Background: an optimization exercise with open tools, aiming at small area and a short achievable clock period. Do not read the settings as production practice.
At most, simulation tests tie the RTL to the original design; equivalence was not proved.
The clock port is modelled as an ideal driver; clocking choices that lean on that would not hold on a real chip.

// montgomery_top
module montgomery_top (
    input           clk     ,
    input           rst_n   ,
    input           en      ,
    input   [11:0]  a       ,
    input   [11:0]  b       ,
    output          busy    ,
    output          done    ,
    output  [11:0]  r
);
clock: 8.0 ns
lec_check: 0
abc_clock_period_in_ps: 3500
cap_margin: 20
core_margin: 2
core_utilization: 65
cts_buf_list: sky130_fd_sc_hd__clkbuf_8
cts_cluster_size: 40
setup_slack_margin: 4.6
slew_margin: 20
synth_hierarchical: 1
standard.sh (not shown) runs the stock make flow with config.mk's settings and CLKGATE_MAP_FILE= SYNTH_SCRIPT=/design/flow/synth_recipe.tcl, a recipe that flattens the netlist after the stock synthesis.
==> flow/flow/run.sh <==
#!/bin/bash
# Standard layout, with the port buffers made from the smallest plain buffer, no
# dummy loads in the clock tree, and busy's OR rebuilt as nor2 + inv (busy.tcl).
set -euo pipefail
here=$(pwd)
bash standard.sh "BUFFER_PORTS_ARGS=-buffer_cell sky130_fd_sc_hd__buf_1" \
  "CTS_ARGS=-sink_clustering_enable -repair_clock_nets -dont_use_dummy_load -sink_clustering_size 40 -buf_list sky130_fd_sc_hd__clkbuf_4" \
  "PRE_GLOBAL_PLACE_TCL=$here/flow/busy.tcl" \
  finish > standard_flow.log 2>&1
==> flow/flow/busy.tcl <==
# Before global placement: rebuild busy = en | done as nor2 + inv, which is
# faster than an or2 on the input-to-output path. Same function.
set drv ""
foreach pin [get_pins -of_objects [get_nets busy]] {
  if {[get_property $pin direction] == "output"} { set drv $pin }
}
if {$drv != ""} {
  set inst [get_cells -of_objects $drv]
  set cell [get_property $inst ref_name]
  if {[string match "sky130_fd_sc_hd__or2_*" $cell]} {
    set name [get_property $inst name]
    set na [get_nets -of_objects [get_pins $name/A]]
    set nb [get_nets -of_objects [get_pins $name/B]]
    set ny [get_nets -of_objects [get_pins $name/X]]
    delete_instance $name
    set mid [make_net busy_nor_n]
    make_instance busy_nor sky130_fd_sc_hd__nor2_2
    make_instance busy_inv sky130_fd_sc_hd__inv_2
    connect_pin $na busy_nor/A
    connect_pin $nb busy_nor/B
    connect_pin $mid busy_nor/Y
    connect_pin $mid busy_inv/A
    connect_pin $ny busy_inv/Y
    foreach p {busy_nor/A busy_nor/B busy_nor/Y busy_inv/A busy_inv/Y} {
      if {[get_nets -quiet -of_objects [get_pins $p]] == ""} { error "busy.tcl: $p not connected" }
    }
    puts "busy.tcl: replaced $name ($cell) by nor2 + inv"
  }
}
Next try:
==> flow/flow/run.sh (replaced) <==
#!/bin/bash
# Standard layout, with the port buffers made from the smallest plain buffer, no
# dummy loads in the clock tree, and busy's OR rebuilt as nor2 + inv (busy.tcl).
set -euo pipefail
here=$(pwd)
bash standard.sh "BUFFER_PORTS_ARGS=-buffer_cell sky130_fd_sc_hd__buf_1" \
  "CTS_ARGS=-sink_clustering_enable -repair_clock_nets -dont_use_dummy_load -sink_clustering_size 40 -buf_list sky130_fd_sc_hd__clkbuf_8" \
  "PRE_GLOBAL_PLACE_TCL=$here/flow/busy.tcl" \
  finish > standard_flow.log 2>&1
Settings changed: PLACE_DENSITY set to 0.75.
Outcome: Critical path depth is lower by 4. Cell count stays the same. Clock-buffer cell count is unchanged. Register-to-register slack is worse by 0.03 ns. Global-route usage rises by 0.53 points. Die area does not change. Wire length increases by 2.6%. Final area goes up by about 1%.
Next try:
Settings changed: PLACE_DENSITY 0.75 to not set, SETUP_SLACK_MARGIN 4.6 to 4.7.
Effect:
- sequential share of layout area falls by 0.50 points
- setup slack gets better by 0.025 ns
Next try:
Settings changed: SETUP_SLACK_MARGIN 4.7 to 4.6.
Result: Wire length went down by a few percent. Final cell count went down slightly. Cell area fell by a few percent. Global-route usage came out lower by 0.38 points. Worst setup slack stays flat. Fmax is about the same. Critical path depth does not change. Core utilization went down by 2.4 points.


## old
montgomery_top, a different RTL version from the one above (not shown whole).
Size in the first run: roughly 41 I/O pins, about 8600 um^2 of cells after synthesis.
==> flow/config.mk <==
export PLATFORM = sky130hd
export DESIGN_NAME = montgomery_top
export DESIGN_NICKNAME = montgomery_top
export VERILOG_FILES = /design/flow/design.v
export SDC_FILE = /design/flow/constraint.sdc
export NUM_CORES = 4
export LEC_CHECK = 0
export ABC_CLOCK_PERIOD_IN_PS = 3500
export CAP_MARGIN = 20
export CORE_MARGIN = 2
export CORE_UTILIZATION = 65
export CTS_BUF_LIST = sky130_fd_sc_hd__clkbuf_8
export CTS_CLUSTER_SIZE = 40
export SETUP_SLACK_MARGIN = 4.4
export SLEW_MARGIN = 20
export SYNTH_HIERARCHICAL = 1
==> flow/constraint.sdc <==
create_clock -name core_clock -period 8.0 [get_ports {clk}]
set_input_delay 1.6000 -clock core_clock [delete_from_list [all_inputs] [get_ports {clk}]]
set_output_delay 1.6000 -clock core_clock [all_outputs]
set_load 0.01 [all_outputs]
==> flow/flow/run.sh <==
#!/bin/bash
# Standard layout, with the port buffers made from the smallest plain buffer.
set -euo pipefail
bash standard.sh "BUFFER_PORTS_ARGS=-buffer_cell sky130_fd_sc_hd__buf_1" finish > standard_flow.log 2>&1
old ended with every stage complete and zero timing, DRC or antenna violations.
diff inputs: old => new
Settings: changing CORE_UTILIZATION from 65 to 80.
==> flow/run.sh (new file) <==
#!/bin/bash
# synth_recipe.tcl (not shown) runs the flow's synth.tcl, then flattens the netlist and writes it again
# the make line also repeats each setting of config.mk as NAME=value (left out here)
make -C /OpenROAD-flow-scripts/flow DESIGN_CONFIG=/design/flow/config.mk WORK_HOME=/design/flow/orfs CLKGATE_MAP_FILE= SYNTH_SCRIPT=/design/flow/synth_recipe.tcl finish
removed: flow/flow/run.sh
removed: flow/standard.sh
==> notes.md <==
Comparing new and old, the lower final non-filler cell area was measured on old. Timing, DRC, antenna: 0 failures across new and old. new contains more vias than old. new vs. old: slack of the critical path lost 0.016 ns; area growth from synthesis to layout rose by 2.8 points; global-route wire length before repair saw an increase; combined buffer and inverter count along the critical path was more or less identical. Re maximum clock rate: new and old aren't equal, and the lower value belongs to new. From old to new the numbers moved as follows: sequential share of layout area went down 0.63 points, multi-input combinational cell area held.
No functional check of the RTL was part of any run of this note.


montgomery_top with an RTL version that a note above also has.
Size in the first run: ~700 cells after synthesis, roughly 130 flip-flops, about 41 I/O pins, about 8200 µm² of cells after synthesis.
## montgomery_top
module montgomery_top (
    input           clk     ,
    input           rst_n   ,
    input           en      ,
    input   [11:0]  a       ,
    input   [11:0]  b       ,
    output          busy    ,
    output          done    ,
    output  [11:0]  r
);
==> flow/config.mk <==
export PLATFORM = sky130hd
export DESIGN_NAME = montgomery_top
export DESIGN_NICKNAME = montgomery_top
export VERILOG_FILES = /design/flow/design.v
export SDC_FILE = /design/flow/constraint.sdc
export NUM_CORES = 4
export LEC_CHECK = 0
export ABC_CLOCK_PERIOD_IN_PS = 3500
export CAP_MARGIN = 20
export CORE_MARGIN = 2
export CORE_UTILIZATION = 65
export CTS_BUF_LIST = sky130_fd_sc_hd__clkbuf_8
export CTS_CLUSTER_SIZE = 40
export SETUP_SLACK_MARGIN = 4.4
export SLEW_MARGIN = 20
export SYNTH_HIERARCHICAL = 1
==> flow/constraint.sdc <==
create_clock -name core_clock -period 8.0 [get_ports {clk}]
set_input_delay 1.6000 -clock core_clock [delete_from_list [all_inputs] [get_ports {clk}]]
set_output_delay 1.6000 -clock core_clock [all_outputs]
set_load 0.01 [all_outputs]
==> flow/flow/run.sh <==
#!/bin/bash
# Standard layout, with the port buffers made from the smallest plain buffer and
# no dummy loads in the clock tree.
set -euo pipefail
bash standard.sh "BUFFER_PORTS_ARGS=-buffer_cell sky130_fd_sc_hd__buf_1" \
  "CTS_ARGS=-sink_clustering_enable -repair_clock_nets -dont_use_dummy_load -sink_clustering_size 40 -buf_list sky130_fd_sc_hd__clkbuf_8" \
  finish > standard_flow.log 2>&1
Rerun with:
--- a/flow/flow/run.sh
+++ b/flow/flow/run.sh
@@ -2,2 +2,2 @@
-# Standard layout, with the port buffers made from the smallest plain buffer and
-# no dummy loads in the clock tree.
+# Standard layout, with the port buffers made from the smallest plain buffer, no
+# dummy loads in the clock tree, and busy's OR rebuilt as nor2 + inv (busy.tcl).
@@ -4,0 +5 @@
+here=$(pwd)
@@ -6,0 +8 @@
+  "PRE_GLOBAL_PLACE_TCL=$here/flow/busy.tcl" "PRE_CTS_TCL=$here/flow/cts_pre.tcl" \
==> flow/flow/busy.tcl (new file) <==
# Before global placement: rebuild busy = en | done as nor2 + inv, which is
# faster than an or2 on the input-to-output path. Same function.
set drv ""
foreach pin [get_pins -of_objects [get_nets busy]] {
  if {[get_property $pin direction] == "output"} { set drv $pin }
}
if {$drv != ""} {
  set inst [get_cells -of_objects $drv]
  set cell [get_property $inst ref_name]
  if {[string match "sky130_fd_sc_hd__or2_*" $cell]} {
    set name [get_property $inst name]
    set na [get_nets -of_objects [get_pins $name/A]]
    set nb [get_nets -of_objects [get_pins $name/B]]
    set ny [get_nets -of_objects [get_pins $name/X]]
    delete_instance $name
    set mid [make_net busy_nor_n]
    make_instance busy_nor sky130_fd_sc_hd__nor2_2
    make_instance busy_inv sky130_fd_sc_hd__inv_2
    connect_pin $na busy_nor/A
    connect_pin $nb busy_nor/B
    connect_pin $mid busy_nor/Y
    connect_pin $mid busy_inv/A
    connect_pin $ny busy_inv/Y
    foreach p {busy_nor/A busy_nor/B busy_nor/Y busy_inv/A busy_inv/Y} {
      if {[get_nets -quiet -of_objects [get_pins $p]] == ""} { error "busy.tcl: $p not connected" }
    }
    puts "busy.tcl: replaced $name ($cell) by nor2 + inv"
  }
}
==> flow/flow/cts_pre.tcl (new file) <==
set_max_fanout 40 [current_design]
- SETUP_SLACK_MARGIN: 4.4 -> 4.6
Result: Design area is higher by 1.1%; routed wire length is higher by 4.2%; sequential cell count does not change; first-iteration DRC count is lower by 2.5%; core utilization is higher by 0.77 points.
Rerun with:
--- a/flow/flow/run.sh
+++ b/flow/flow/run.sh
@@ -8 +8 @@
-  "PRE_GLOBAL_PLACE_TCL=$here/flow/busy.tcl" "PRE_CTS_TCL=$here/flow/cts_pre.tcl" \
+  "PRE_GLOBAL_PLACE_TCL=$here/flow/busy.tcl" \
- GPL_ROUTABILITY_DRIVEN: unset -> 0
- GPL_TIMING_DRIVEN: unset -> 0
removed: flow/flow/cts_pre.tcl
=>
- hold slack stays flat
- clock skew stays flat
- wire length falls by a few percent
- worst setup slack loses 0.029 ns
- first-iteration DRC count falls by a little under a tenth
- synthesized cell count stays the same
- global-route usage is lower by 1.1 points
- final area goes up slightly
Rerun with:
- GPL_ROUTABILITY_DRIVEN: 0 -> unset
- GPL_TIMING_DRIVEN: 0 -> unset
- SETUP_SLACK_MARGIN: 4.6 -> 4.5
The changed run ran to the end with no violations.
Setup slack improved by 0.016 ns.
Cell area goes down by about 1.7%.
Routed wire length goes up by about 1.3%.
Area after synthesis stays the same.
Core utilization goes down by 1.3 points.
Fmax goes up by about 0.45%.

## separate check: timing with driven ports
Ports are ideal in the flow. The routed layouts listed here were re-timed in OpenROAD. Step 1 sets driving cells, clkbuf_16 on the clock port and buf_2 on the other inputs (assumed; they add their load-dependent delay and slew). Step 2 times the ports against the registers' clock, not the clock port: input delays grow and output delays shrink by t, the midpoint of the rising clock arrivals with the driver on. Slacks: ideal ports / drivers / drivers and shift; pairs: ideal ports / drivers.
run | shift t [ns] | setup slack, ns | latest minus earliest clock arrival (ns) | cell pins on the clock port's net
the first run of note 1 | 0.550 | 4.439 / 4.404 / 4.441 | 0.052 / 0.052 | 1
the second run of note 1 | 0.475 | 4.458 / 4.422 / 4.422 | 0.032 / 0.033 | 1
the third run of note 1 | 0.460 | 4.483 / 4.440 / 4.440 | 0.032 / 0.032 | 1
the fourth run of note 1 | 0.463 | 4.485 / 4.440 / 4.440 | 0.031 / 0.030 | 1
old | 0.477 | 4.387 / 4.356 / 4.356 | 0.012 / 0.012 | 1
new | 0.485 | 4.371 / 4.342 / 4.342 | 0.013 / 0.013 | 1
the first run of note 3 | 0.463 | 4.409 / 4.385 / 4.385 | 0.023 / 0.023 | 1
the second run of note 3 | 0.463 | 4.485 / 4.440 / 4.440 | 0.031 / 0.030 | 1
the third run of note 3 | 0.463 | 4.455 / 4.436 / 4.436 | 0.029 / 0.029 | 1
the fourth run of note 3 | 0.456 | 4.471 / 4.436 / 4.436 | 0.025 / 0.025 | 1
After both steps every run listed still meets setup and hold.
